What follows belongs to an exercise in optimizing a design on an open flow for small area, a short achievable clock period and few clock cycles; a production flow would make more cautious choices. The RTL was checked by simulation tests, not by an equivalence proof against the original design. Power figures rest on the tool's default switching activity, not on a simulated workload.

==> flow/design.v (excerpt) <==
module top(clk, rst, start, x, y, z, mem_rdata, mem_addr, mem_wdata, mem_wen, done);
input clk, rst, start;
input [8:0] x, y, z;
input [31:0] mem_rdata;
output reg [8:0] mem_addr;
output reg [7:0] mem_wdata;
output reg mem_wen;
output reg done;
reg running;
reg go;              
reg [4:0] s;         
reg [4:0] rho;       
reg [8:0] iaddr, faddr, waddr;
reg [7:0] wcnt;      
reg lastw;
wire idle = !running && !lastw;
wire s_end = (s == 5'd16);
wire [4:0] sn = go ? 5'd0 : (s_end ? 5'd0 : s + 5'd1);
wire [4:0] rn = go ? 5'd0 : (s_end ? rho + 5'd1 : rho);
wire act = go || running;
reg ld_now, ld_next, fl_next;
always @(posedge clk) begin
  if (rst) begin
    ld_now <= 1'b0; ld_next <= 1'b0; fl_next <= 1'b0;
  end else begin
    ld_now  <= act && rn <= 5'd15 && (sn == 5'd0 || sn == 5'd4 || sn == 5'd8 || sn == 5'd12);
    ld_next <= act && ((sn == 5'd16 && rn <= 5'd14) ||
                       ((sn == 5'd3 || sn == 5'd7 || sn == 5'd11) && rn <= 5'd15));
    fl_next <= act && rn == 5'd0 && (sn == 5'd0 || sn == 5'd1 || sn == 5'd2 || sn == 5'd4);
  end
end
wire win_v = running && (((s >= 5'd5) && rho >= 5'd3 && rho <= 5'd15) ||
                         ((s == 5'd0) && rho >= 5'd4 && rho <= 5'd16));
reg [31:0] P;
reg [7:0] C [0:54];
integer n;
always @(posedge clk) begin
  P <= ld_now ? mem_rdata : {P[23:0], 8'h00};
  C[0] <= P[31:24];
  for (n = 1; n < 55; n = n + 1) C[n] <= C[n-1];
end
reg [31:0] F [0:3];
reg [3:0] fle;       
always @(posedge clk) begin
  fle[0] <= running && rho == 5'd0 && s == 5'd0;
  fle[1] <= running && rho == 5'd0 && s == 5'd1;
  fle[2] <= running && rho == 5'd0 && s == 5'd2;
  fle[3] <= running && rho == 5'd0 && s == 5'd4;
  if (fle[0]) F[0] <= mem_rdata;
  if (fle[1]) F[1] <= mem_rdata;
  if (fle[2]) F[2] <= mem_rdata;
  if (fle[3]) F[3] <= mem_rdata;
end
wire [127:0] wv, fv;
wire [7:0] res;
genvar gi, gj;
generate
  ...
make LEC_CHECK=0 CAP_MARGIN=20 CORE_MARGIN=2 CORE_UTILIZATION=65 CTS_CLUSTER_DIAMETER=80 CTS_CLUSTER_SIZE=30 SLEW_MARGIN=20 SYNTH_HIERARCHICAL=1 finish   # period 10.0 ns
run.sh (not shown) runs the stock make flow with config.mk's settings and CLKGATE_MAP_FILE= SYNTH_SCRIPT=/design/flow/synth_recipe.tcl, a recipe that flattens the netlist after the stock synthesis.
Testbench counts at the start, summed over its fixed seeds: cycles 6,720.
Change:
CORE_UTILIZATION = 40   (was 65)
The new run went through all stages and came out clean.
Wire length is about the same.
Cell count rises by 13%.
Worst setup slack is better by 0.11 ns.
Final area went up by 1.5%.
Synthesized cell count stays the same.
Sequential share of layout area falls by 0.56 points.
Core utilization decreases by 27 points.


Setup of build 86:
Another version of the RTL of top (not shown whole).
Size in the first run: about 890 flip-flops, about 81 I/O pins, roughly 52000 sq um of cells after synthesis.
export LEC_CHECK = 0
export CAP_MARGIN = 20
export CORE_MARGIN = 2
export CORE_UTILIZATION = 40
export CTS_CLUSTER_DIAMETER = 60
export CTS_CLUSTER_SIZE = 30
export SLEW_MARGIN = 20
export SYNTH_HIERARCHICAL = 1
create_clock -name core_clock -period 10.0 [get_ports {clk}]
No stage failed in build 86, and the final checks on the layout all came back clean.
Testbench counts of build 86, summed over its fixed seeds: cycles 5,832.
For build 95, these inputs were changed with respect to build 86:
==> flow/flow/run.sh (new file) <==
#!/bin/bash
set -euo pipefail
export BUFFER_PORTS_ARGS="-buffer_cell sky130_fd_sc_hd__buf_4"
bash standard.sh > standard.log 2>&1
==> flow/standard.sh (new file) <==
#!/bin/bash
# synth_recipe.tcl (not shown) runs the flow's synth.tcl, then flattens the netlist and writes it again
# the make line also repeats each setting of config.mk as NAME=value (left out here)
make -C /OpenROAD-flow-scripts/flow DESIGN_CONFIG=/design/flow/config.mk WORK_HOME=/design/flow/orfs CLKGATE_MAP_FILE= SYNTH_SCRIPT=/design/flow/synth_recipe.tcl "${@:-finish}"
removed: flow/run.sh
Findings:
Build 95 -> build 86: worst-skew pair later-pin latency flat. Build 95 and build 86 ended up with nearly the same number of global-route vias before repair. Build 95 vs build 86, clock-pin slew on the worst setup and hold paths went down by 0.03 ns. Uppermost layer routed: met5 -> build 95, met4 -> build 86. Build 95 consumes more power than build 86 does. The lower worst setup slack came out of build 95. Between build 95 and build 86, the difference in sequential share of layout area is negligible. Build 95: relative area change from synthesis to final layout 0.16 points below build 86.

-- static timing again, ports no longer ideal --
No port has a modelled driver above. Below, the same layouts with a new extraction and two added sets of constraints. Step 1 sets driving cells, clkbuf_16 on the clock port and buf_2 on the other inputs (assumed; they add their load-dependent delay and slew). Step 2 moves the port delays by t, midway between the first and last clock arrival at a register: inputs arrive t later, outputs are due t later. That takes back most of the time a late clock gives input paths. Slacks: no drivers / after step 1 / after step 2; pairs: no drivers / after step 1.
run | t (ns) | slack for setup (ns) | hold slack, ns | worst data-port slew with drivers (ns) | pins driven straight from the clock port
the first run of note 1 | 0.696 | 6.296 / 6.296 / 6.296 | 0.323 / 0.323 / 0.323 | 0.04 | 1
the second run of note 1 | 0.732 | 6.409 / 6.358 / 6.409 | 0.307 / 0.307 / 0.307 | 0.05 | 1
build 86 | 0.756 | 6.388 / 6.363 / 6.352 | 0.327 / 0.327 / 0.327 | 0.06 | 1
build 95 | 0.778 | 6.357 / 6.357 / 6.357 | 0.328 / 0.328 / 0.328 | 0.06 | 1
After both steps setup and hold are still met in every run listed. For build 86, which loses most, drivers alone change the setup slack by -0.025 ns; drivers and shift together by -0.036 ns.
